This is an optimization exercise on Yosys and OpenROAD, whose aim is small area, not a production implementation.
The RTL was checked by simulation tests, not by an equivalence proof against the original design.
No run shown here takes its clock network from TritonCTS; it comes from the design's own scripts or RTL.
The flow treats the clock pin as an ideal source. Dropping or thinning the clock tree relies on that and would not hold on a real chip.
No activity file was given, so power comes from the tool's default toggle rates.

**flow/config.mk**
```make
export PLATFORM = sky130hd
export DESIGN_NAME = PWM
export DESIGN_NICKNAME = PWM
export VERILOG_FILES = /design/flow/design.v
export SDC_FILE = /design/flow/constraint.sdc
export NUM_CORES = 4
export LEC_CHECK = 0
export CAP_MARGIN = 0
export CORE_MARGIN = 2
export CORE_UTILIZATION = 40
export PLACE_DENSITY = 0.6
export SLEW_MARGIN = 0
```
**flow/constraint.sdc**
```tcl
create_clock -name core_clock -period 4.0 [get_ports {PCLK}]
set_input_delay 0.8000 -clock core_clock [delete_from_list [all_inputs] [get_ports {PCLK}]]
set_output_delay 0.8000 -clock core_clock [all_outputs]
set_load 0.01 [all_outputs]
```
**flow/design.v**
```verilog
module PWM(
input PCLK,
input PRESERN,  
input PSEL,  
input PENABLE,  
output wire PREADY,  
output wire PSLVERR,  
input PWRITE,  
input [31:0] PADDR,  
input wire [31:0] PWDATA,  
output wire [31:0] PRDATA,  
output reg power,
output reg pitch,
output reg yaw
);
assign PSLVERR = 0;
assign PREADY = 1;
assign PRDATA = 0;
wire wr = PENABLE & PWRITE;
wire power_write_enable = wr & (PADDR[3:0] == 4'h0);
wire yaw_write_enable   = wr & (PADDR[3:0] == 4'h4);
wire pitch_write_enable = wr & (PADDR[3:0] == 4'h8);
wire big = |PWDATA[31:21];
wire [20:0] nload = ~({21{PRESERN}} & (PWDATA[20:0] | {21{big}}));
reg [19:0] mcnt;
reg [20:0] ycnt;
wire mwrap = &(mcnt | ~20'hF4240);
wire ywrap = &(ycnt | ~21'h1E8480);
localparam [19:0] MCLR = 20'hF4241;
localparam [20:0] YCLR = 21'h1E8481;
reg [20:0] mt;
reg [21:0] yt;
reg [19:0] mnext;
reg [20:0] ynext;
integer i;
always @* begin
	mt[0] = 1'b1;
	for (i = 0; i < 20; i = i + 1) begin
		mt[i+1] = mt[i] & mcnt[i];
		mnext[i] = PRESERN & ~(MCLR[i] & mwrap) & ~mt[i+1] & (mcnt[i] | mt[i]);
	end
	yt[0] = 1'b1;
	for (i = 0; i < 21; i = i + 1) begin
		yt[i+1] = yt[i] & ycnt[i];
		ynext[i] = PRESERN & ~(YCLR[i] & ywrap) & ~yt[i+1] & (ycnt[i] | yt[i]);
	end
end
always @(posedge PCLK) begin
	mcnt <= mnext;
	ycnt <= ynext;
end
function lt21(input [20:0] c, input [20:0] nd);
	integer i;
	reg k;
	begin
		k = 1'b1;
		for (i = 0; i < 21; i = i + 1)
			k = (c[i] & nd[i]) | ((c[i] | nd[i]) & k);
		lt21 = ~k;
	end
endfunction
reg [20:0] mnduty, ynduty, pnduty;   
always @(posedge PCLK) begin
	if (power_write_enable || !PRESERN) mnduty <= nload;
	if (yaw_write_enable   || !PRESERN) ynduty <= nload;
	if (pitch_write_enable || !PRESERN) pnduty <= nload;
end
always @(posedge PCLK) begin
	power <= PRESERN & lt21({1'b0, mcnt}, mnduty);
	yaw   <= PRESERN & lt21(ycnt, ynduty);
	pitch <= PRESERN & lt21(ycnt, pnduty);
end
endmodule
```
**flow/flow/run.sh**
```bash
#!/bin/bash
# Own layout flow: the standard ORFS flow (standard.sh), with these changes to how the
# layout is made:
#  * synthesis is the standard script, but the ABC step maps the combinational logic
#    with an area-oriented script (flow/area.abc) instead of ORFS's speed script;
#    registers, their names and cell types are untouched (mapped before ABC runs);
#  * the port buffers that ORFS inserts on every input and output use the smallest
#    buffer cell (buf_1) instead of the default choice;
#  * clock tree synthesis uses smaller clock buffers and no dummy loads, and its tree is then
#    replaced by a flat one (flow/flat_clock.tcl): the clock port drives four clkbuf_16, each
#    driving the clock pins of a group of nearby registers.
# Each tool's output goes to its own log in this folder (ORFS keeps per-step logs under orfs/logs).
set -euo pipefail
cd "$(dirname "$0")/.."
W=$PWD
ABC_SCRIPT=$W/flow/area.abc

{
  echo 'proc synth {args} { yosys synth -nofsm -noshare {*}$args }'
  cat <<TCL
proc abc {args} {
  set i [lsearch -exact \$args -script]
  if { \$i >= 0 } { set args [lreplace \$args [expr {\$i+1}] [expr {\$i+1}] {$ABC_SCRIPT}] }
  puts "area abc: \$args"
  yosys abc {*}\$args
}
TCL
  tail -n +2 synth_recipe.tcl
} > own_synth.tcl

export BUFFER_PORTS_ARGS="-buffer_cell sky130_fd_sc_hd__buf_1"
export CTS_ARGS="-sink_clustering_enable -repair_clock_nets -dont_use_dummy_load -buf_list {sky130_fd_sc_hd__clkbuf_8}"
export POST_CTS_TCL=$W/flow/flat_clock.tcl
export MY_CLK_NBUF=4
export MY_CLK_BUF=sky130_fd_sc_hd__clkbuf_16
bash standard.sh SYNTH_SCRIPT=$W/own_synth.tcl finish > make_flow.log 2>&1
```
**flow/flow/area.abc**
```
strash
&get -n
&st
&syn2
&dch -f
&nf -a
&put
topo
```
**flow/flow/flat_clock.tcl**
```tcl
# POST_CTS hook (ORFS POST_CTS_TCL): replace the clock tree that CTS built with a flat one: the clock port drives
# MY_CLK_NBUF clock buffers directly, each placed at the centre of a group of sinks found by
# k-means on the sinks' positions.
set nbuf [expr {[info exists ::env(MY_CLK_NBUF)] ? $::env(MY_CLK_NBUF) : 4}]
set bufm [expr {[info exists ::env(MY_CLK_BUF)] ? $::env(MY_CLK_BUF) : "sky130_fd_sc_hd__clkbuf_16"}]
set block [ord::get_db_block]
set clknet [$block findNet PCLK]

# undo the CTS tree: move every sink below a clock buffer back onto the clock net
proc undo_tree {block clknet} {
  set changed 1
  while {$changed} {
    set changed 0
    foreach it [$clknet getITerms] {
      set inst [$it getInst]
      set m [[$inst getMaster] getName]
      if {[string match "sky130_fd_sc_hd__clkbuf_*" $m] && [$it isInputSignal]} {
        set out [$inst findITerm X]
        set onet [$out getNet]
        set loads {}
        foreach lt [$onet getITerms] { if {[$lt isInputSignal]} { lappend loads $lt } }
        $it disconnect
        $out disconnect
        foreach lt $loads { $lt disconnect; $lt connect $clknet }
        odb::dbInst_destroy $inst
        odb::dbNet_destroy $onet
        set changed 1
      }
    }
  }
}
undo_tree $block $clknet

set sinks {}
foreach it [$clknet getITerms] {
  set inst [$it getInst]
  set bb [$inst getBBox]
  lappend sinks [list $it [expr {([$bb xMin]+[$bb xMax])/2}] [expr {([$bb yMin]+[$bb yMax])/2}]]
}
puts "clock sinks: [llength $sinks]"
set sorted [lsort -real -index 1 $sinks]
set cent {}
# start from a grid of seeds
set side [expr {int(ceil(sqrt($nbuf)))}]
set ys [lsort -real -index 2 $sinks]
for {set k 0} {$k < $nbuf} {incr k} {
  set s [lindex $sorted [expr {int(($k + 0.5) * [llength $sorted] / $nbuf)}]]
  set t [lindex $ys [expr {int((($k * 7 % $nbuf) + 0.5) * [llength $ys] / $nbuf)}]]
  lappend cent [list [lindex $s 1] [lindex $t 2]]
}
for {set iter 0} {$iter < 50} {incr iter} {
  for {set k 0} {$k < $nbuf} {incr k} { set sx($k) 0; set sy($k) 0; set n($k) 0 }
  set assign {}
  foreach s $sinks {
    set best 0; set bd 1e30
    for {set k 0} {$k < $nbuf} {incr k} {
      set c [lindex $cent $k]
      set d [expr {hypot([lindex $s 1]-[lindex $c 0], [lindex $s 2]-[lindex $c 1])}]
      if {$d < $bd} { set bd $d; set best $k }
    }
    lappend assign $best
    set sx($best) [expr {$sx($best) + [lindex $s 1]}]
    set sy($best) [expr {$sy($best) + [lindex $s 2]}]
    incr n($best)
  }
  set cent {}
  for {set k 0} {$k < $nbuf} {incr k} {
    if {$n($k) > 0} { lappend cent [list [expr {$sx($k)/$n($k)}] [expr {$sy($k)/$n($k)}]] } else { lappend cent {0 0} }
  }
}
set master [[ord::get_db] findMaster $bufm]
for {set k 0} {$k < $nbuf} {incr k} {
  set inst [odb::dbInst_create $block $master "clkbuf_flat_$k"]
  set net [odb::dbNet_create $block "clknet_flat_$k"]
  $net setSigType CLOCK
  [$inst findITerm A] connect $clknet
  [$inst findITerm X] connect $net
  set c [lindex $cent $k]
  $inst setLocation [expr {int([lindex $c 0])}] [expr {int([lindex $c 1])}]
  $inst setPlacementStatus PLACED
  set bufnet($k) $net
  puts "clock buffer $k: $n($k) sinks at $c"
}
set i 0
foreach s $sinks {
  set it [lindex $s 0]
  set k [lindex $assign $i]
  $it disconnect
  $it connect $bufnet($k)
  incr i
}
detailed_placement
check_placement -verbose
estimate_parasitics -placement
```
**flow/standard.sh**
```bash
#!/bin/bash
# synth_recipe.tcl (not shown) runs the flow's synth.tcl, then flattens the netlist and writes it again
# the make line also repeats each setting of config.mk as NAME=value (left out here)
make -C /OpenROAD-flow-scripts/flow DESIGN_CONFIG=/design/flow/config.mk WORK_HOME=/design/flow/orfs CLKGATE_MAP_FILE= SYNTH_SCRIPT=/design/flow/synth_recipe.tcl "${@:-finish}"
```
==> summary.txt, run 1 <==
total number of vias 2912; Clk pin slew, worst setup/hold paths 120 ps; dominant cell type by area after synthesis edfxtp_1; nets@finish 485; Syn-to-layout area delta 7.53%; min cycle time layout 3090 ps; antenna violations before repair 0; Crit Path Class reg2reg; setup_tns 0 ps; Clock Skew 26.6 ps; HPWL after DPL 5690 um; Die Ht 109 um; footprint of the multi-input gates 1510 um2; Antenna Violating Nets Remaining 0; Fin. Hold Viols 0; VDD IR max 0.215 mV; reg2reg setup slack 910 ps; number of synthesized register bits 107; CP peak stage delay 480 ps; Final period util 0.774; min-delay src mcnt[0]; Port Buffers 42; largest net degree at the start of global routing 54; sequential area share after synthesis 0.630; final std cells w/o fill 554; # diodes 0; crit path cell chain and4_1 > and3_1 > and4_1 > and3_1 > and3_1 > and2_0 > and3_1 > and2_0 > and3_1 > xnor2_1 > nor2_1; Reg2Reg Launch Point ycnt[1]; Row Count 38; Max Transition Viols Final 0; crit path max fanout 9; share of layout cells above drive strength 1 0.0217; ys flop type edfxtp_1; synth unique cells 28; CP required 4050 ps; vias in the first global route 2802; CP dominant cell by count and3_1; Synth async-reset ratio 0; DP Area 4630 um2; Clk Latency, worst-skew pair 180 ps; Reg-to-Reg End ycnt[19]; Syn Inst Count 368; register area 2770 um2; Global Route Usage Sum 0.141; slowest cell on the critical path dfxtp_1; hold path depth 1; total power 1.81 mW; length in cells of the worst reg-to-reg path 11; Wirelength per Cell 14.2 um; global-route wire length before repair 13200 um; endpoint of the worst hold path mcnt[0]; Iter 0 DRT Violations 242; Fmax 323 MHz; filler cell count 1031; hold_ws 510 ps; Inst Count DP 550; worst-margin pin slew 1140 ps; final wirelength 7880 um; Power Density 383 nW/um2; die width 109 um; status no timing/DRC/antenna violations; RSZ-0062 raised after global routing no; die area 11900 um2; design area 4730 um2; Core Box Area 10800 um2; Worst Setup End Kind register; routability cong. 0.760; maxcap violations 0; P_leak 1.62 nW; drt via density 5.26; drt drc 0; drt first pass iters 4; Initial Util 0.408; Netlist Area Pre-Place 4400 um2; num ports 106; most frequent cells in the layout edfxtp_1, o21ai_0, dfxtp_1; grt ovf 0; number of flops mapped to enable cells by yosys 63; CTS sink count 107; startpoint type of the worst setup path register; Avg Cell Area, Syn 12.0 um2; final setup vio count 0; Slew Limit Headroom 0.242; commonest non-fill, non-tap cell in the layout edfxtp_1; arrival time at the worst endpoint 3150 ps; Synth warnings 1; Hold Path Class reg2reg; area share of the largest cell type after synthesis 0.430; Synth area leaders edfxtp_1, dfxtp_1, o21ai_0
-- power breakdown --
group / total [mW] / switching [mW] / internal, mW / leakage (nW)
Combinational: 0.106 / 0.0681 / 0.0377 / 0.595
Clock: 0.441 / 0.257 / 0.184 / 0.0493
Sequential: 1.27 / 0.0346 / 1.23 / 0.974
-- cell usage after synthesis (4+ instances only) --
| cell type | instances |
|---|---|
| dfxtp_1 | 44 |
| xnor2_1 | 5 |
| and2_0 | 5 |
| nor3b_1 | 9 |
| nor2_1 | 21 |
| nand2_1 | 8 |
| o22ai_1 | 14 |
| nand3_1 | 4 |
| a22oi_1 | 15 |
| o22a_1 | 14 |
| buf_4 | 34 |
| nor3_1 | 7 |
| o21ai_0 | 54 |
| a21oi_1 | 25 |
| and3_1 | 13 |
| a222oi_1 | 12 |
| edfxtp_1 | 63 |
-- flip-flops by register name, indices dropped and copies added, names as in the netlist --
name / flops
pitch: 1
mcnt: 20
ycnt: 21
yaw: 1
power: 1
mnduty: 21
ynduty: 21
pnduty: 21
-- cells by family after synthesis --
family / after synthesis / share of synthesized area
AO/OA/AOI/OAI: 143 / 0.205
other: 2 / 0.00171
XOR/XNOR: 7 / 0.0139
flip-flops: 107 / 0.630
AND/OR/NAND/NOR: 75 / 0.0912
buffers and inverters: 34 / 0.0580
-- critical path, delay by kind of cell (launching register included) --
family / cells / cell delay [ps]
xor+xnor: 1 / 130
flops: 1 / 480
simple gates: 10 / 2350
-- area by class of cell --
| class | count | share of cell area |
|---|---|---|
| multi-input cells | 259 | 0.319 |
| well taps | 140 | 0.0370 |
| repair buffers | 44 | 0.0367 |
| flip-flops and latches | 107 | 0.586 |
| plain buffers | 4 | 0.0211 |
-- per-layer routing --
metal	GRT usage	share of wire
met5	0	0
met4	0.0385	0.011
met3	0.0203	0.048
met2	0.229	0.46
met1	0.196	0.48
-- how the worst max path moves through the flow --
stage	start	endpoint	cells past startpoint
floorplan	PADDR[1]	mnduty[0]	3
global placement	ycnt[1]	ycnt[19]	11
detailed placement	mcnt[0]	mcnt[19]	11
global route	ycnt[1]	ycnt[19]	11
finish	ycnt[1]	ycnt[19]	11
-- stage by stage --
step	utilization	setup WS, ps
3_3_place_gp	0.429	1050
5_1_grt	0.439	571
2_1_floorplan	-	930
3_5_place_dp	0.429	968
6_report	0.439	905
==> run 2: changes to the inputs <==
--- a/flow/design.v
+++ b/flow/design.v
@@ -30,4 +30,2 @@
 localparam [20:0] YCLR = 21'h1E8481;
-reg [20:0] mt;
-reg [21:0] yt;
 reg [19:0] mnext;
@@ -36,12 +34,6 @@
 always @* begin
-	mt[0] = 1'b1;
-	for (i = 0; i < 20; i = i + 1) begin
-		mt[i+1] = mt[i] & mcnt[i];
-		mnext[i] = PRESERN & ~(MCLR[i] & mwrap) & ~mt[i+1] & (mcnt[i] | mt[i]);
-	end
-	yt[0] = 1'b1;
-	for (i = 0; i < 21; i = i + 1) begin
-		yt[i+1] = yt[i] & ycnt[i];
-		ynext[i] = PRESERN & ~(YCLR[i] & ywrap) & ~yt[i+1] & (ycnt[i] | yt[i]);
-	end
+	for (i = 0; i < 20; i = i + 1)
+		mnext[i] = (mcnt[i] ^ (&(mcnt | ~((20'd1 << i) - 20'd1)))) & PRESERN & ~(MCLR[i] & mwrap);
+	for (i = 0; i < 21; i = i + 1)
+		ynext[i] = (ycnt[i] ^ (&(ycnt | ~((21'd1 << i) - 21'd1)))) & PRESERN & ~(YCLR[i] & ywrap);
 end
==> run 2 against run 1 <==
  * Still clean on timing, DRC and antenna
  * Area after synthesis grew 1.8%
  * Clock power up 1%
  * Sequential cell count did not move
  * Maximum frequency is 7.1% higher
  * Sequential power hardly changed
  * Critical endpoint unchanged
  * Highest routed layer unchanged
==> summary.txt, run 2 <==
VDD IR max 0.243 mV; Core Box Area 10900 um2; Clock Skew 10.5 ps; top post-synthesis cells by count edfxtp_1, dfxtp_1, o21ai_0; HPWL after DPL 5690 um; Max Transition Viols Final 0; total number of vias 2872; crit path max fanout 5; Avg Cell Area, Syn 12.0 um2; Syn Inst Count 373; CP required 4020 ps; Syn-to-layout area delta 7.23%; share of layout cells above drive strength 1 0.0191; largest family of logic cells by synthesized area compound AO/OA/AOI/OAI gates; drt first pass iters 5; final setup vio count 0; register area 2770 um2; maxcap violations 0; Synth warnings 1; number of flops mapped to enable cells by yosys 63; Die Ht 110 um; vias in the first global route 2667; most frequent cells in the layout edfxtp_1, dfxtp_1, o21ai_0; grt ovf 0; adder-cell share of the synthesized area 0.0279; RSZ-0062 raised after global routing no; footprint of the multi-input gates 1580 um2; worst-margin pin slew 1140 ps; final wirelength 7780 um; Crit Path Class reg2reg; drt drc 0; nets@finish 499; global-route wire length before repair 12700 um; num ports 106; Hold Path Class reg2reg; commonest non-fill, non-tap cell in the layout edfxtp_1; Power Density 378 nW/um2; arrival time at the worst endpoint 2910 ps; mux contribution to synthesized area 0; filler cell count 1029; Compound-Gate Fraction of Synth Area 0.174; most common cell in the synthesized netlist edfxtp_1; Slew Limit Headroom 0.235; Port Buffers 42; Synth async-reset ratio 0; Fmax 346 MHz; Fin. Hold Viols 0; design area 4810 um2; Netlist Area Pre-Place 4480 um2; ys flop type edfxtp_1; Worst Setup End Kind register; dominant cell type by area after synthesis edfxtp_1; startpoint type of the worst setup path register; Row Count 38; number of synthesized register bits 107; Antenna Violating Nets Remaining 0; setup_tns 0 ps; Global Route Usage Sum 0.136; Synth Area in Simple Gates 0.0972; min cycle time layout 2890 ps; Clk pin slew, worst setup/hold paths 100 ps; Iter 0 DRT Violations 134; Clk Latency, worst-skew pair 160 ps; xor/xnor share of the synthesized area 0.0215; die area 12100 um2; DP Area 4710 um2; antenna violations before repair 0; # diodes 0; die width 110 um; P_leak 1.70 nW; Synth area leaders edfxtp_1, dfxtp_1, buf_4; area share of the largest cell type after synthesis 0.422; status no timing/DRC/antenna violations; CTS sink count 107; synth unique cells 31; Final period util 0.722; sequential area share after synthesis 0.619; drt via density 5.15; Initial Util 0.412; routability cong. 0.723; largest net degree at the start of global routing 54; Wirelength per Cell 13.9 um
[run 2: final timing paths]
| check | startpoint | to | slack, ps | cells after the start |
|---|---|---|---|---|
| max | ycnt[1] | ycnt[19] | 1110 | 13 |
| min | mnduty[20] | power | 440 | 1 |
| max reg2reg | ycnt[1] | ycnt[19] | 1110 | 13 |
| min reg2reg | mnduty[20] | power | 440 | 1 |
[run 2: metrics by stage]
step                instances  total power [mW]   util  setup WS [ps]  hold slack (ps)
finish                    558              1.82  0.441           1110              438
floorplan                 405              1.37      -            930              408
detailed placement        554              1.40  0.432           1130              428
global route              558              1.89  0.441            821              458
global placement          554              1.39  0.432           1190              423
[run 2: metal layers]
metal | vias up | track usage | routed length, um | part of all wire
li1 | 1462 | - | - | -
met1 | 1337 | 0.180 | 3720 | 0.48
met2 | 67 | 0.229 | 3660 | 0.47
met3 | 6 | 0.0219 | 316 | 0.041
met4 | 0 | 0.0407 | 83 | 0.011
met5 | - | 0 | 0 | 0
[run 2: cell families after synthesis]
| logic type | after synthesis |
|---|---|
| compound gates | 123 |
| xor+xnor | 11 |
| fa+ha+maj | 10 |
| buf+inv | 36 |
| flops | 107 |
| other cells | 2 |
| simple gates | 84 |
[run 2: power breakdown]
group          switching [mW]  internal [mW]  total [mW]
clock                   0.261          0.185       0.446
sequential             0.0335           1.23        1.27
combinational          0.0678         0.0349       0.103
total                   0.363           1.45        1.82
[run 2: area by class of cell]
| type | count | share of cell area |
|---|---|---|
| Multi-Input combinational cell | 262 | 0.330 |
| Tap cell | 140 | 0.0364 |
| Timing Repair Buffer | 43 | 0.0346 |
| Sequential cell | 107 | 0.577 |
| Buffer | 4 | 0.0208 |
| Inverter | 2 | 0.00156 |
[run 2: worst max-delay path, stage by stage, from the launching register on]
cell     delay [ps]
dfxtp_1         410
ha_1            190
and3_1          180
and3_1          210
and3_1          210
and3_1          190
and2_0          230
and3_1          220
and2_0          210
nand2_1         110
nor2_1          150
and2_0          230
xnor2_1         140
nor2_1           50
==> run 3: changes to the inputs <==
--- a/flow/design.v
+++ b/flow/design.v
@@ -30,2 +30,4 @@
 localparam [20:0] YCLR = 21'h1E8481;
+reg [20:0] mt;
+reg [21:0] yt;
 reg [19:0] mnext;
@@ -34,6 +36,12 @@
 always @* begin
-	for (i = 0; i < 20; i = i + 1)
-		mnext[i] = (mcnt[i] ^ (&(mcnt | ~((20'd1 << i) - 20'd1)))) & PRESERN & ~(MCLR[i] & mwrap);
-	for (i = 0; i < 21; i = i + 1)
-		ynext[i] = (ycnt[i] ^ (&(ycnt | ~((21'd1 << i) - 21'd1)))) & PRESERN & ~(YCLR[i] & ywrap);
+	mt[0] = 1'b1;
+	for (i = 0; i < 20; i = i + 1) begin
+		mt[i+1] = mt[i] & mcnt[i];
+		mnext[i] = PRESERN & ~(MCLR[i] & mwrap) & ~mt[i+1] & (mcnt[i] | mt[i]);
+	end
+	yt[0] = 1'b1;
+	for (i = 0; i < 21; i = i + 1) begin
+		yt[i+1] = yt[i] & ycnt[i];
+		ynext[i] = PRESERN & ~(YCLR[i] & ywrap) & ~yt[i+1] & (ycnt[i] | yt[i]);
+	end
 end
--- a/flow/flow/flat_clock.tcl
+++ b/flow/flow/flat_clock.tcl
@@ -2,3 +2,3 @@
 # MY_CLK_NBUF clock buffers directly, each placed at the centre of a group of sinks found by
-# k-means on the sinks' positions.
+# k-means on the sinks' positions (groups of at most ceil(sinks / buffers) sinks).
 set nbuf [expr {[info exists ::env(MY_CLK_NBUF)] ? $::env(MY_CLK_NBUF) : 4}]
@@ -50,16 +50,27 @@
 }
-for {set iter 0} {$iter < 50} {incr iter} {
-  for {set k 0} {$k < $nbuf} {incr k} { set sx($k) 0; set sy($k) 0; set n($k) 0 }
-  set assign {}
+# k-means with a size cap, so that no buffer drives many more sinks than the others:
+# each round, sink-centre pairs are taken nearest first and a sink goes to the nearest
+# centre that still has room
+set cap [expr {int(ceil(double([llength $sinks]) / $nbuf))}]
+for {set iter 0} {$iter < 40} {incr iter} {
+  set pairs {}
+  set si 0
   foreach s $sinks {
-    set best 0; set bd 1e30
     for {set k 0} {$k < $nbuf} {incr k} {
       set c [lindex $cent $k]
-      set d [expr {hypot([lindex $s 1]-[lindex $c 0], [lindex $s 2]-[lindex $c 1])}]
-      if {$d < $bd} { set bd $d; set best $k }
+      lappend pairs [list [expr {hypot([lindex $s 1]-[lindex $c 0], [lindex $s 2]-[lindex $c 1])}] $si $k]
     }
-    lappend assign $best
-    set sx($best) [expr {$sx($best) + [lindex $s 1]}]
-    set sy($best) [expr {$sy($best) + [lindex $s 2]}]
-    incr n($best)
+    incr si
+  }
+  set pairs [lsort -real -index 0 $pairs]
+  for {set k 0} {$k < $nbuf} {incr k} { set sx($k) 0; set sy($k) 0; set n($k) 0 }
+  set assign [lrepeat [llength $sinks] -1]
+  foreach p $pairs {
+    set si [lindex $p 1]; set k [lindex $p 2]
+    if {[lindex $assign $si] >= 0 || $n($k) >= $cap} { continue }
+    lset assign $si $k
+    set s [lindex $sinks $si]
+    set sx($k) [expr {$sx($k) + [lindex $s 1]}]
+    set sy($k) [expr {$sy($k) + [lindex $s 2]}]
+    incr n($k)
   }
==> run 3 against run 2 <==
  * Highest routed layer unchanged
  * First-iteration DRC count rose by 70%
  * Die area decreased by 1.7%
  * Still clean
  * Sequential power about the same
  * Largest power group unchanged
==> summary.txt, run 3 <==
status no timing/DRC/antenna violations; drt first pass iters 6; Crit Path Class reg2reg; share of layout cells above drive strength 1 0.0217; register area 2770 um2; design area 4730 um2; Fin. Hold Viols 0; drt drc 0; largest family of logic cells by synthesized area compound AO/OA/AOI/OAI gates; Syn Inst Count 368; Synth async-reset ratio 0; CP peak stage delay 430 ps; top post-synthesis cells by count edfxtp_1, o21ai_0, dfxtp_1; num ports 106; ys flop type edfxtp_1; Fmax 326 MHz; total number of vias 2936; Compound-Gate Fraction of Synth Area 0.205; final std cells w/o fill 554; dominant cell type by area after synthesis edfxtp_1; final wirelength 7990 um; drt via density 5.30; routability cong. 0.760; Clock Skew 19.2 ps; Slew Limit Headroom 0.244; Final period util 0.766; Synth warnings 1; post-layout util 0.439; largest net degree at the start of global routing 54; nets@finish 485; sequential area share after synthesis 0.630; Power Density 385 nW/um2; grt ovf 0; Syn-to-layout area delta 7.53%; VDD IR max 0.332 mV; setup_tns 0 ps; final setup vio count 0; P_leak 1.62 nW; CP required 4030 ps; arrival time at the worst endpoint 3100 ps; global-route wire length before repair 13200 um; antenna violations before repair 0; number of synthesized register bits 107; HPWL after DPL 5690 um; Synth area leaders edfxtp_1, dfxtp_1, o21ai_0; most frequent cells in the layout edfxtp_1, o21ai_0, dfxtp_1; Worst Setup End Kind register; footprint of the multi-input gates 1510 um2; Max Transition Viols Final 0; Clk pin slew, worst setup/hold paths 110 ps; Clk Latency, worst-skew pair 170 ps; crit path max fanout 6; worst setup margin 936 ps; crit path cell chain and3_1 > and2_0 > and3_1 > and3_1 > and4_1 > and3_1 > and3_1 > and2_0 > and3_1 > and3_1 > nor3_1; area share of the largest cell type after synthesis 0.430; synth unique cells 28; number of flops mapped to enable cells by yosys 63; maxcap violations 0; commonest non-fill, non-tap cell in the layout edfxtp_1; mux contribution to synthesized area 0; Synth Area in Simple Gates 0.0912; filler cell count 1030; Initial Util 0.408; Wirelength per Cell 14.4 um; Die Ht 109 um; Core Box Area 10800 um2; die width 109 um; Iter 0 DRT Violations 228; CTS sink count 107; CP dominant cell by count and3_1; Antenna Violating Nets Remaining 0; pre-CTS WS 968 ps; min cycle time layout 3060 ps; # diodes 0; Inst Count DP 550; xor/xnor share of the synthesized area 0.0139; Hold Path Class reg2reg; Netlist Area Pre-Place 4400 um2; Port Buffers 42; DP Area 4630 um2; die area 11900 um2; vias in the first global route 2802; Row Count 38; startpoint type of the worst setup path register; Avg Cell Area, Syn 12.0 um2; slowest cell on the critical path dfxtp_1; worst-margin pin slew 1130 ps; most common cell in the synthesized netlist edfxtp_1; RSZ-0062 raised after global routing no; adder-cell share of the synthesized area 0; Global Route Usage Sum 0.143
## run 3: cell type report
class	instances	area share
Multi-Input combinational cell	259	0.319
Sequential cell	107	0.586
Tap cell	140	0.0370
Timing Repair Buffer	44	0.0367
Buffer	4	0.0211
## run 3: metrics by stage
stage	hold slack (ps)	power [mW]
after global placement	474	1.40
final	508	1.82
after floorplan	442	1.37
after detailed placement	491	1.40
after global routing	542	1.90
## run 3: cells by family after synthesis
group / after synthesis
AO/OA/AOI/OAI: 143
flip-flops: 107
AND/OR/NAND/NOR: 75
buffers and inverters: 34
XOR/XNOR: 7
other: 2
## run 3: per-layer routing
layer | share of wire | track usage
met1 | 0.48 | 0.195
met2 | 0.46 | 0.234
met3 | 0.046 | 0.0329
met4 | 0.0081 | 0.0275
met5 | 0 | 0
## run 3: final timing paths
check                             start  slack, ps  cells after the start  endpoint
worst max-delay path            mcnt[0]        940                     11  mcnt[19]
worst min-delay path            mcnt[0]        510                      1   mcnt[0]
worst max register to register  mcnt[0]        940                     11  mcnt[19]
worst min register to register  mcnt[0]        510                      1   mcnt[0]
## run 3: critical path, delay by kind of cell (launching register included)
family,cells,cell delay (ps)
and+or+nand+nor,11,2480
DFF,1,430
## run 3: power breakdown
part | total [mW] | leakage, nW | switching (mW) | internal [mW]
Clock | 0.450 | 0.0493 | 0.265 | 0.185
Sequential | 1.27 | 0.974 | 0.0348 | 1.23
Combinational | 0.106 | 0.595 | 0.0679 | 0.0377
Total | 1.82 | 1.62 | 0.368 | 1.46
==> run 4: changes to the inputs <==
--- a/flow/config.mk
+++ b/flow/config.mk
@@ -10,2 +10,3 @@
 export CORE_UTILIZATION = 40
+export GPL_TIMING_DRIVEN = 0
 export PLACE_DENSITY = 0.6
==> run 4 against run 3 <==
  * Largest cell class unchanged
  * Clock skew fell by 7.4 ps
  * Synthesized cell count did not move
  * Area after synthesis did not move
  * Still clean on timing, DRC and antenna
  * Hold slack got worse by 3.1 ps
  * Cell area rose by 5.7%
==> summary.txt, run 4 <==
die area 11900 um2; Core Box Area 10800 um2; Flop pwr share 0.685; reg2reg setup slack 920 ps; startpoint type of the worst setup path register; Power Density 370 nW/um2; final setup vio count 0; Synth area leaders edfxtp_1, dfxtp_1, o21ai_0; most common cell in the synthesized netlist edfxtp_1; Compound-Gate Fraction of Synth Area 0.205; routability cong. 0.759; setup_tns 0 ps; drt first pass iters 5; slowest cell on the critical path dfxtp_1; Iter 0 DRT Violations 205; Initial Util 0.408; drt via density 5.15; status no timing/DRC/antenna violations; crit path cell chain and4_1 > and3_1 > and4_1 > and3_1 > and3_1 > and2_0 > and3_1 > and2_0 > and3_1 > xnor2_1 > nor2_1; internal power 1.48 mW; Slew Limit Headroom 0.201; largest family of logic cells by synthesized area compound AO/OA/AOI/OAI gates; Clk pwr share 0.243; maxcap violations 0; WP buf/inv 0; die width 109 um; Inst Count DP 584; design area 5000 um2; Wirelength per Cell 13.8 um; sequential area share after synthesis 0.630; Clk pin slew, worst setup/hold paths 110 ps; ys flop type edfxtp_1; min cycle time layout 3080 ps; dominant cell type by area after synthesis edfxtp_1; grt ovf 0; final wirelength 8100 um; Worst Setup End Kind register; CTS sink count 107; final std cells w/o fill 588; Syn Inst Count 368; commonest non-fill, non-tap cell in the layout edfxtp_1; xor/xnor share of the synthesized area 0.0139; antenna violations before repair 0; filler cell count 986; total power 1.85 mW; CP required 4020 ps; worst-margin pin slew 1190 ps; RSZ-0062 raised after global routing no; drt drc 0; total number of vias 3029; NetSw 371 uW; HPWL after DPL 5820 um; register area 2770 um2; Avg Cell Area, Syn 12.0 um2; crit path max fanout 9; most frequent cells in the layout edfxtp_1, o21ai_0, dfxtp_1; Synth async-reset ratio 0; num ports 106; number of synthesized register bits 107; vias in the first global route 2769; CP top delay family simple AND/OR/NAND/NOR gates; Clk Latency, worst-skew pair 160 ps; switching portion of total power 0.201; Fmax 325 MHz; area share of the largest cell type after synthesis 0.430; Netlist Area Pre-Place 4400 um2; VDD IR max 0.306 mV; P_leak 1.81 nW; Synth Area in Simple Gates 0.0912; Global Route Usage Sum 0.140; global-route wire length before repair 13000 um; nets@finish 519; hold_ws 505 ps; Antenna Violating Nets Remaining 0; CP peak stage delay 460 ps; footprint of the multi-input gates 1510 um2; Row Count 38; adder-cell share of the synthesized area 0; largest net degree at the start of global routing 55; CP dominant cell by count and3_1; Crit Path Class reg2reg; Port Buffers 42; Die Ht 109 um; DP Area 4900 um2; arrival time at the worst endpoint 3100 ps; Fin. Hold Viols 0; Clock Skew 11.7 ps; synth unique cells 28; Synth warnings 1; mux contribution to synthesized area 0; Max Transition Viols Final 0; Comb power frac 0.072; top post-synthesis cells by count edfxtp_1, o21ai_0, dfxtp_1; number of flops mapped to enable cells by yosys 63; share of layout cells above drive strength 1 0.0960; Final period util 0.770; Syn-to-layout area delta 13.7%; # diodes 0; Hold Path Class reg2reg
[run 4: cell types whose count changed in the layout (fill, tap and decap cells not counted), sizes merged]
cell / previous run / this run
clkbuf: 5 / 4
buf: 43 / 78
[run 4: path summary, 6_finish.rpt]
path	startpoint	to	depth (start not counted)
min reg2reg	mcnt[0]	mcnt[0]	1
max reg2reg	ycnt[1]	ycnt[19]	11
min	mcnt[0]	mcnt[0]	1
max	ycnt[1]	ycnt[19]	11
[run 4: layout make-up]
cell class | instances | share of cell area
multi-input cells | 259 | 0.302
well taps | 140 | 0.0350
repair buffers | 44 | 0.0378
flip-flops and latches | 107 | 0.554
plain buffers | 38 | 0.0710
[run 4: kinds of logic (layout without fill, tap and decap cells)]
| kind of cell | count (synthesis) | in the layout |
|---|---|---|
| xor+xnor | 7 | 7 |
| buf+inv | 34 | 82 |
| other cells | 2 | 34 |
| flops | 107 | 107 |
| simple gates | 75 | 75 |
| compound gates | 143 | 143 |
[run 4: power groups by stage]
| stage | logic (mW) | registers (mW) | clock network [mW] |
|---|---|---|---|
| 2_1_floorplan | 0.0898 | 1.28 | 0 |
| 3_3_place_gp | 0.125 | 1.29 | 0 |
| 3_5_place_dp | 0.133 | 1.29 | 0 |
| 5_1_grt | 0.149 | 1.28 | 0.500 |
| 6_report | 0.133 | 1.27 | 0.449 |
[run 4: layer usage]
metal  part of all wire  track usage  up-vias
met3              0.041       0.0197        8
met2               0.47        0.240       72
met5                  0            0        -
met1               0.47        0.186     1399
met4              0.015       0.0421        0
li1                   -            -     1550
[run 4: through the flow]
step	utilization	setup WS, ps
global route	0.464	582
floorplan	-	930
detailed placement	0.454	908
global placement	0.450	-826
finish	0.464	921
==> run 5: changes to the inputs <==
--- a/flow/config.mk
+++ b/flow/config.mk
@@ -9,5 +9,4 @@
 export CORE_MARGIN = 2
-export CORE_UTILIZATION = 40
-export GPL_TIMING_DRIVEN = 0
-export PLACE_DENSITY = 0.6
+export CORE_UTILIZATION = 60
+export PLACE_DENSITY = 0.75
 export SLEW_MARGIN = 0
==> run 5 against run 4 <==
  * Area after synthesis unchanged
  * Die area down 32%
  * Sequential power about the same
  * Clock skew down 7.2 ps
  * Routed wire length up 3.0%
  * Hold slack got worse by 10 ps
  * Maximum frequency fell by 2.8%
  * Via count up 0.53%
  * Synthesized cell count stayed put
  * Cell count fell by 13%
  * Core utilization rose by 19 points
  * First-iteration DRC count increased by 48%
  * Critical path type unchanged
==> summary.txt, run 5 <==
Avg Cell Area, Syn 12.0 um2; Worst Setup End Kind register; worst-margin pin slew 1190 ps; top post-synthesis cells by count edfxtp_1, o21ai_0, dfxtp_1; post-layout util 0.651; Synth async-reset ratio 0; drt drc 0; worst setup margin 834 ps; Core Box Area 7180 um2; grt ovf 0; Reg2Reg Launch Point ycnt[1]; drt via density 5.95; area share of the largest cell type after synthesis 0.430; antenna violations before repair 0; most frequent cells in the layout edfxtp_1, o21ai_0, dfxtp_1; P_leak 1.61 nW; Syn-to-layout area delta 6.20%; Port Buffers 42; drt first pass iters 5; end of the critical path ycnt[19]; Critical path origin ycnt[1]; Clk pin slew, worst setup/hold paths 90 ps; length in cells of the worst reg-to-reg path 11; RSZ-0062 raised after global routing no; Die Ht 89.7 um; Clock Skew 4.51 ps; Synth area leaders edfxtp_1, dfxtp_1, o21ai_0; filler cell count 577; Netlist Area Pre-Place 4400 um2; most common cell in the synthesized netlist edfxtp_1; Slew Limit Headroom 0.205; final setup vio count 0; Row Count 31; ys flop type edfxtp_1; dominant cell type by area after synthesis edfxtp_1; num ports 106; status no timing/DRC/antenna violations; routability cong. 0.787; Final period util 0.792; Global Route Usage Sum 0.210; CP peak stage delay 470 ps; nets@finish 484; Antenna Violating Nets Remaining 0; final wirelength 8340 um; maxcap violations 0; die width 89.7 um; VDD IR max 0.209 mV; crit path max fanout 9; CP required 4020 ps; Max Transition Viols Final 0; Power Density 387 nW/um2; number of flops mapped to enable cells by yosys 63; pre-CTS WS 921 ps; CP dominant cell by count and3_1; setup_tns 0 ps; Iter 0 DRT Violations 304; synth unique cells 28; total number of vias 3045; sequential area share after synthesis 0.630; reg2reg setup slack 830 ps; crit path cell chain and4_1 > and3_1 > and4_1 > and3_1 > and3_1 > and2_0 > and3_1 > and2_0 > and3_1 > xnor2_1 > nor2_1; number of synthesized register bits 107; Synth warnings 1; global-route wire length before repair 12700 um; Hold Path Class reg2reg; die area 8040 um2; Fmax 316 MHz; Fin. Hold Viols 0; min cycle time layout 3170 ps; Syn Inst Count 368; Initial Util 0.613; share of layout cells above drive strength 1 0.0194; # diodes 0; slowest cell on the critical path dfxtp_1; largest net degree at the start of global routing 54; Clk Latency, worst-skew pair 160 ps; HPWL after DPL 5830 um; startpoint type of the worst setup path register; commonest non-fill, non-tap cell in the layout edfxtp_1; Wirelength per Cell 16.3 um; Crit Path Class reg2reg; vias in the first global route 2658; CTS sink count 107; arrival time at the worst endpoint 3190 ps; Reg-to-Reg End ycnt[19]
## run 5: cell counts after synthesis
Identical to the previous run, type by type.
## run 5: worst min-delay path by stage
| stage | endpoint | cells past startpoint | start | slack, ps |
|---|---|---|---|---|
| 3_5_place_dp | mcnt[0] | 1 | mcnt[0] | 480 |
| 2_1_floorplan | mcnt[0] | 1 | mcnt[0] | 440 |
| 6_report | mcnt[0] | 1 | mcnt[0] | 490 |
| 5_1_grt | mcnt[0] | 1 | mcnt[0] | 530 |
| 3_3_place_gp | mcnt[0] | 1 | mcnt[0] | 470 |
## run 5: critical path: cells and delay by family, from the launching register on
| kind | cells | cell delay, ps |
|---|---|---|
| AND/OR/NAND/NOR | 10 | 2430 |
| flip-flops | 1 | 470 |
| XOR/XNOR | 1 | 130 |
## run 5: power by group
group	switching (mW)	internal, mW
clock	0.249	0.184
sequential	0.0371	1.23
combinational	0.0702	0.0371
## run 5: kinds of logic after synthesis
kind of cell              synth area share
other                              0.00171
and+or+nand+nor                     0.0912
buffers and inverters               0.0580
AOI/OAI and AO/OA                    0.205
DFF                                  0.630
xor gates and xnor gates            0.0139
## run 5: routing by layer
metal	track usage	part of all wire	vias up
li1	-	-	1474
met1	0.289	0.42	1465
met2	0.342	0.50	100
met3	0.0484	0.066	6
met4	0.0488	0.010	0
met5	0	0	-
## run 5: final cells by class
type | count | area (um2) | area share
well taps | 99 | 124 | 0.0265
repair buffers | 43 | 166 | 0.0356
plain buffers | 4 | 100 | 0.0214
flip-flops and latches | 107 | 2770 | 0.593
multi-input cells | 259 | 1510 | 0.323
## run 5: through the flow
step / total power, mW / hold slack (ps) / std cells / cell area (um2)
after global routing: 1.88 / 527 / 512 / 4670
final: 1.81 / 495 / 512 / 4670
after floorplan: 1.37 / 442 / 400 / 4520
after detailed placement: 1.40 / 480 / 508 / 4570
after global placement: 1.40 / 468 / 508 / 4570
==> run 6: changes to the inputs <==
--- a/flow/config.mk
+++ b/flow/config.mk
@@ -9,4 +9,4 @@
 export CORE_MARGIN = 2
-export CORE_UTILIZATION = 60
-export PLACE_DENSITY = 0.75
+export CORE_UTILIZATION = 75
+export PLACE_DENSITY = 0.85
 export SLEW_MARGIN = 0
==> run 6 against run 5 <==
  * Still clean on timing, DRC and antenna
  * Critical path depth unchanged
  * Core utilization up 18 points
  * Sequential cell count unchanged
  * Highest routed layer unchanged
==> summary.txt, run 6 <==
# diodes 0; Clock Skew 10.8 ps; nets@finish 484; crit path cell chain and4_1 > and3_1 > and4_1 > and3_1 > and3_1 > and2_0 > and3_1 > and2_0 > and3_1 > xnor2_1 > nor2_1; top post-synthesis cells by count edfxtp_1, o21ai_0, dfxtp_1; Slew Limit Headroom 0.202; Initial Util 0.790; filler cell count 316; register area 2770 um2; Synth warnings 1; num ports 106; final setup vio count 0; Antenna Violating Nets Remaining 0; Synth area leaders edfxtp_1, dfxtp_1, o21ai_0; Met3 Routed Length 878 um; min cycle time layout 3170 ps; Max Transition Viols Final 0; pre-CTS WS 937 ps; hold path depth 1; synth unique cells 28; antenna violations before repair 0; startpoint type of the worst setup path register; most common cell in the synthesized netlist edfxtp_1; drt drc 0; Avg Cell Area, Syn 12.0 um2; worst-margin pin slew 1200 ps; drt via density 6.57; Power Density 394 nW/um2; HPWL after DPL 6170 um; Wirelength per Cell 18.3 um; Final period util 0.793; M1 WL 3510 um; Row Count 27; CP required 4020 ps; RSZ-0062 raised after global routing no; wire length on met2 4390 um; VDD IR max 0.372 mV; total number of vias 3186; worst setup margin 829 ps; WP buf/inv 0; largest net degree at the start of global routing 30; critical path depth in cells 11; Core Box Area 5570 um2; Clk Latency, worst-skew pair 160 ps; Crit Path Class reg2reg; number of flops mapped to enable cells by yosys 63; area share of the largest cell type after synthesis 0.430; routability cong. 0.857; vias in the first global route 2874; ys flop type edfxtp_1; Clk pin slew, worst setup/hold paths 100 ps; Fmax 315 MHz; status no timing/DRC/antenna violations; footprint of the multi-input gates 1510 um2; Port Buffers 42; Syn Inst Count 368; die area 6500 um2; final wirelength 8890 um; CP peak stage delay 500 ps; CTS sink count 107; setup_tns 0 ps; die width 80.6 um; share of layout cells above drive strength 1 0.0194; top layer reached by signal wires met4; CP top delay family simple AND/OR/NAND/NOR gates; grt ovf 0; CP dominant cell by count and3_1; hold_ws 509 ps; slowest cell on the critical path dfxtp_1; drt first pass iters 5; dominant cell type by area after synthesis edfxtp_1; Global Route Usage Sum 0.291; maxcap violations 0; Netlist Area Pre-Place 4400 um2; crit path max fanout 9; global-route wire length before repair 14100 um; Synth async-reset ratio 0; sequential area share after synthesis 0.630; P_leak 1.61 nW; Syn-to-layout area delta 5.43%; Worst Setup End Kind register; arrival time at the worst endpoint 3190 ps; number of synthesized register bits 107; Iter 0 DRT Violations 401; Hold Path Class reg2reg; Fin. Hold Viols 0; Die Ht 80.6 um; most frequent cells in the layout edfxtp_1, o21ai_0, dfxtp_1; length in cells of the worst reg-to-reg path 11; commonest non-fill, non-tap cell in the layout edfxtp_1
[run 6: power by group]
part / switching (mW) / internal (mW) / total [mW]
registers: 0.0394 / 1.23 / 1.27
logic: 0.0734 / 0.0371 / 0.110
clock network: 0.260 / 0.184 / 0.445
[run 6: metrics by stage]
step,total power [mW],instances,utilization,instance area [um2]
after floorplan,1.37,400,-,4520
after global placement,1.39,481,0.815,4540
after detailed placement,1.40,481,0.815,4540
after global routing,1.88,485,0.833,4640
final,1.83,485,0.833,4640
[run 6: worst paths after layout]
kind	to	slack, ps	from
setup / recovery	ycnt[19]	830	ycnt[1]
hold / removal	mcnt[0]	510	mcnt[0]
setup reg to reg	ycnt[19]	830	ycnt[1]
hold reg to reg	mcnt[0]	510	mcnt[0]
[run 6: worst register-to-register path: stages, from the launching register on]
cell and delay [ps]:
dfxtp_1 500, and4_1 330, and3_1 290, and4_1 290
and3_1 250, and3_1 210, and2_0 240, and3_1 230
and2_0 260, and3_1 250, xnor2_1 130, nor2_1 50
[run 6: logic make-up (layout without fill, tap and decap cells)]
logic type	Yosys count	after routing	share of synthesized area
AO/OA/AOI/OAI	143	143	0.205
flip-flops	107	107	0.630
AND/OR/NAND/NOR	75	75	0.0912
buffers and inverters	34	47	0.0580
XOR/XNOR	7	7	0.0139
other	2	34	0.00171
[run 6: layer usage]
layer | vias up | global-route usage
met5 | - | 0
met4 | 0 | 0.0746
met3 | 10 | 0.0438
met2 | 179 | 0.486
met1 | 1517 | 0.404
li1 | 1480 | -
[run 6: final cells by class]
class | count | share of cell area
flip-flops and latches | 107 | 0.597
plain buffers | 4 | 0.0216
multi-input cells | 259 | 0.326
repair buffers | 43 | 0.0359
well taps | 72 | 0.0194

[separate check: timing with driven ports]
Ports are ideal in the flow. The routed layouts listed here were re-timed in OpenROAD. Step 1 assumes that a clkbuf_16 drives the clock port and a buf_2 every other input. Step 2 moves the port delays by t, midway between the first and last clock arrival at a register: inputs arrive t later, outputs are due t later. That takes back most of the time a late clock gives input paths. Slacks: no drivers / after step 1 / after step 2; pairs: no drivers / after step 1.
| run | t (ns) | slack for setup (ns) | hold slack, ns | worst data-port slew with drivers (ns) |
|---|---|---|---|---|
| run 1 | 0.242 | 0.905 / 0.905 / 0.905 | 0.510 / 0.510 / 0.510 | 0.03 |
| run 2 | 0.237 | 1.110 / 1.110 / 1.110 | 0.438 / 0.438 / 0.438 | 0.03 |
| run 3 | 0.241 | 0.936 / 0.936 / 0.936 | 0.508 / 0.508 / 0.508 | 0.03 |
| run 4 | 0.237 | 0.921 / 0.921 / 0.921 | 0.505 / 0.505 / 0.505 | 0.04 |
| run 5 | 0.232 | 0.834 / 0.834 / 0.834 | 0.495 / 0.495 / 0.495 | 0.04 |
| run 6 | 0.236 | 0.829 / 0.829 / 0.829 | 0.509 / 0.509 / 0.509 | 0.03 |
After both steps setup and hold are still met in every run listed.
